This is an optimization exercise on Yosys and OpenROAD, whose aim is small area, a short achievable clock period and few clock cycles, not a production implementation.
Where RTL was checked, it was by simulation tests only, not by an equivalence proof against the original.

## run a
// Riscv_core
module Riscv_core
    (
        input                   clk,
        input                   rst_n,
        output  [13:0]          rom_addr,    
        input   [31:0]          inst,
        output  [31:0]          dmem_addr,   
        input   [31:0]          dmem_rdata,  
        output  [31:0]          dmem_wdata,  
        output  [3:0]           dmem_wmask   
    );
Size in the first run: about 11000 cells after synthesis, roughly 1400 flip-flops, roughly 150 I/O pins, roughly 0.093 sq mm of cells after synthesis.
clock: 24.0 ns
lec_check: 0
abc_area: 1
cap_margin: 30
core_margin: 2
core_utilization: 40
cts_buf_list: sky130_fd_sc_hd__clkbuf_8
cts_cluster_size: 24
place_density: 0.55
slew_margin: 20
setup_slack_margin: 17
buffer_ports_args: -buffer_cell sky130_fd_sc_hd__buf_4
standard.sh (not shown) runs the stock make flow with config.mk's settings and CLKGATE_MAP_FILE= SYNTH_SCRIPT=/design/flow/synth_recipe.tcl, a recipe that flattens the netlist after the stock synthesis.
==> flow/flow/run.sh <==
#!/bin/bash
# Standard layout, with the timing repair aiming for a setup margin and
# ordinary buffers (not delay cells) on the ports.
cp standard.sh standard_sh.txt
cp config.mk config_mk_my.txt
echo "export SETUP_SLACK_MARGIN = 17" >> config.mk
echo "export BUFFER_PORTS_ARGS = -buffer_cell sky130_fd_sc_hd__buf_4" >> config.mk
bash standard.sh > standard.log 2>&1
> inputs changed (run a -> run b)
--- a/flow/design.v
+++ b/flow/design.v
@@ -145,19 +145,19 @@
     wire        d_b1  = (e_b == 32'd1) | (d_nb & (e_b == 32'hffffffff));
     wire [4:0]  d_n   = d_bz ? 5'd0 :
                         (d_b1 | (~d_nq[6] & (d_nq[5:0] > 6'd32))) ? 5'd16 :
                         d_nq[6] ? 5'd0 : (d_nq[5:0] + 6'd1) >> 1;
     reg  [31:0] d_r, d_q;
     reg  [4:0]  d_left;
-    wire [31:0] d_ua  = d_na ? -e_a : e_a;
-    wire [63:0] d_rot = {d_ua, d_ua} >> {d_n[3:0], 1'b0};
+    reg         d_fast, d_zero;      
+    wire [63:0] d_rot = {d_q, d_q} >> {d_left[3:0], 1'b0};
     reg  [31:0] d_r0, d_q0;
     always @(*) begin
         for (k = 0; k < 32; k = k + 1) begin
-            d_r0[k] = (k < 32 - 2 * d_n) ? d_rot[k] : 1'b0;
-            d_q0[k] = (k < 32 - 2 * d_n) ? 1'b0 : d_rot[k];
+            d_r0[k] = (k < 32 - 2 * d_left) ? d_rot[k] : 1'b0;
+            d_q0[k] = (k < 32 - 2 * d_left) ? 1'b0 : d_rot[k];
         end
     end
     wire [32:0] d_nd = d_nb ? {1'b1, e_b} : {1'b1, ~e_b};
     reg  [31:0] d_r1, d_q1;
     reg  [32:0] d_t, d_diff;
     always @(*) begin
@@ -171,14 +171,15 @@
         end
     end
     wire        d_last  = (d_left == 5'd0);
     wire [31:0] div_out = e_f3[1] ? (d_last ? d_r : d_r1) : (d_last ? d_q : d_q1);
     wire        div_neg = e_f3[1] ? d_na : ((d_na ^ d_nb) & ~d_bz);
     wire        d_c0 = (md_cnt == 5'd0);
+    wire        d_c1 = (md_cnt == 5'd1);
     wire        e_done = ~(e_mul | e_div) | (e_mul & mul_end) |
-                         (e_div & ~d_c0 & (d_left <= 5'd1));
+                         (e_div & ~d_c0 & ~d_c1 & (d_left <= 5'd1));
     always @(posedge clk or negedge rst_n) begin
         if (!rst_n)
             md_cnt <= 5'd0;
         else if (e_done)
             md_cnt <= 5'd0;
         else
@@ -187,15 +188,21 @@
     wire        m_go = e_mul & ~e_done;
     always @(posedge clk) begin
         mh    <= m_go ? m_sum[41:8] : 34'd0;
         ml    <= {m_sum[7:0], ml[23:8]};
         mprev <= m_go & e_b[7];
         if (d_c0) begin
+            d_q    <= d_na ? -e_a : e_a;
+            d_left <= d_n;
+            d_fast <= d_bz | d_b1;
+            d_zero <= d_bz;
+        end else if (d_c1) begin
             d_r    <= d_r0;
-            d_q    <= d_q0 | {32{d_bz}};
-            d_left <= (d_bz | d_b1) ? 5'd0 : d_n;
+            d_q    <= d_q0 | {32{d_zero}};
+            if (d_fast)
+                d_left <= 5'd0;
         end else begin
             d_r    <= d_r1;
             d_q    <= d_q1;
             d_left <= d_left - 5'd1;
         end
     end
==> comparison <==
- Beginning of the critical path = e_f3[0]: run a; beginning of the critical path = m_f3[0]: run b
- Any difference in number of sequential cells in the layout between run b and run a is small enough to ignore.
- NOTE non-clock buffer count run a->run b decreased by more than 10%
- Run a -> run b: net total in the final layout decreased by a few percent
- Summary: wire length after detailed routing, run b better than run a
- Compared with run a, in run b sequential share of layout area has increased, post-detailed-route via-to-cell ratio flat, total length of routed met3 wires climbed 5500 microns, required time of the critical path shrank by 5700 ps.
- The die area was comparable across run b and run a.
- Run a completed end to end with timing, DRC and antenna clean.
- Run b was carried through to the last stage, and its layout satisfied the timing, DRC and antenna checks.
- Changes observed in run b relative to run a: proportion of final cell area spent on non-clock buffers went down by 0.88 points, layout-stage area growth over the synthesis result lost 3.0 points.
- Compared with run a, run b shows a lower post-CTS resize count.
Testbench counts of run b, summed over its fixed seeds: cycles 34,435.
No functional check of the RTL was part of run a.

* * *

try-tundra:
Riscv_core, a different RTL version from the one above (not shown whole).
For scale: about 11000 cells after synthesis, ~1400 flip-flops, ~150 I/O pins.
Settings: LEC_CHECK=0, ABC_AREA=1, CAP_MARGIN=30, CORE_MARGIN=2, CORE_UTILIZATION=40, CTS_BUF_LIST=sky130_fd_sc_hd__clkbuf_8, CTS_CLUSTER_SIZE=24, PLACE_DENSITY=0.55, SLEW_MARGIN=20, SETUP_SLACK_MARGIN=17, BUFFER_PORTS_ARGS=-buffer_cell sky130_fd_sc_hd__buf_4; clock period 24.0 ns.
Scripts as last shown in full above: flow/flow/run.sh
Edits applied to the flow inputs when going from try-tundra to try-violet:
-- flow/design.v --
<<< try-tundra, line 143
    Lzc32 u_lzb (.v(d_cb), .lz(d_lzb));
    wire [6:0]  d_nq  = {1'b0, d_lzb} - {1'b0, d_lza} + (d_na ? 7'd2 : 7'd1);
    wire        d_b1  = (e_b == 32'd1) | (d_nb & (e_b == 32'hffffffff));
    wire [4:0]  d_n   = d_bz ? 5'd0 :
                        (d_b1 | (~d_nq[6] & (d_nq[5:0] > 6'd32))) ? 5'd16 :
                        d_nq[6] ? 5'd0 : (d_nq[5:0] + 6'd1) >> 1;
    reg  [31:0] d_r, d_q;
>>> try-violet, line 143
    Lzc32 u_lzb (.v(d_cb), .lz(d_lzb));
    wire [6:0]  d_nq  = {1'b0, d_lzb} - {1'b0, d_lza} + (d_na ? 7'd2 : 7'd1);
    wire [4:0]  d_n   = (d_bz | (~d_nq[6] & (d_nq[5:0] > 6'd32))) ? 5'd16 :
                        d_nq[6] ? 5'd0 : (d_nq[5:0] + 6'd1) >> 1;
    reg  [31:0] d_r, d_q;
<<< try-tundra, line 192
        if (d_c0) begin
            d_r    <= d_r0;
            d_q    <= d_q0 | {32{d_bz}};
            d_left <= (d_bz | d_b1) ? 5'd0 : d_n;
        end else begin
            d_r    <= d_r1;
>>> try-violet, line 190
        if (d_c0) begin
            d_r    <= d_r0;
            d_q    <= d_q0;
            d_left <= d_n;
        end else begin
            d_r    <= d_r1;
Notes after the runs:
Sort try-violet and try-tundra by total stage count of the critical path, descending, and try-tundra comes first.
try-tundra reports its worst setup path category as input port to flop while try-violet reports flop to output pin.
try-violet went all the way through the flow, and no timing, DRC or antenna check failed.
Re length in cells of the worst reg-to-reg path: try-violet is about 7% down on try-tundra.
try-violet -> try-tundra: post-synthesis simple-gate area fraction flat
Compared with try-tundra, try-violet shows a higher detailed-router iteration count before antenna repair.
Of the two values seen for cell with the largest stage delay on the worst path, sky130_fd_sc_hd__dfxtp_4 was produced by try-violet and sky130_fd_sc_hd__nor4_4 by try-tundra.
Clock-cell share of area: try-tundra vs try-violet, no meaningful difference
Testbench counts of try-violet, summed over its fixed seeds: cycles 35,921.
Function not checked in try-tundra: the RTL went through the layout flow alone.

[what the ideal ports hide]
The flow's constraints put no driver on any port. The routed layouts listed below were extracted and timed again, unchanged, in two steps.
Step 1: set_driving_cell puts a clkbuf_16 on clk and a buf_2 on each other input, an assumption about the parent block.
Step 2 times the ports against the registers' clock, not the clock port: input delays grow and output delays shrink by t, the midpoint of the rising clock arrivals with the driver on.
a / b / c = ideal ports / drivers / drivers and shift; a / b = the first two.
| run | t (ns) | slack for setup (ns) | worst register clock-pin slew, ns | worst slew at a driven data input, ns |
|---|---|---|---|---|
| run a | 1.121 | 16.819 / 16.819 / 15.772 | 0.08 / 0.08 | 0.07 |
| run b | 1.129 | 16.747 / 16.651 / 15.815 | 0.09 / 0.09 | 0.38 |
| try-tundra | 1.151 | 16.604 / 16.651 / 15.501 | 0.08 / 0.08 | 0.07 |
| try-violet | 1.146 | 17.052 / 16.961 / 15.994 | 0.08 / 0.08 | 0.06 |
After both steps every run listed still meets setup and hold. The setup slack of try-tundra, which loses most, moves by +0.047 ns with the drivers and by -1.103 ns with both steps.
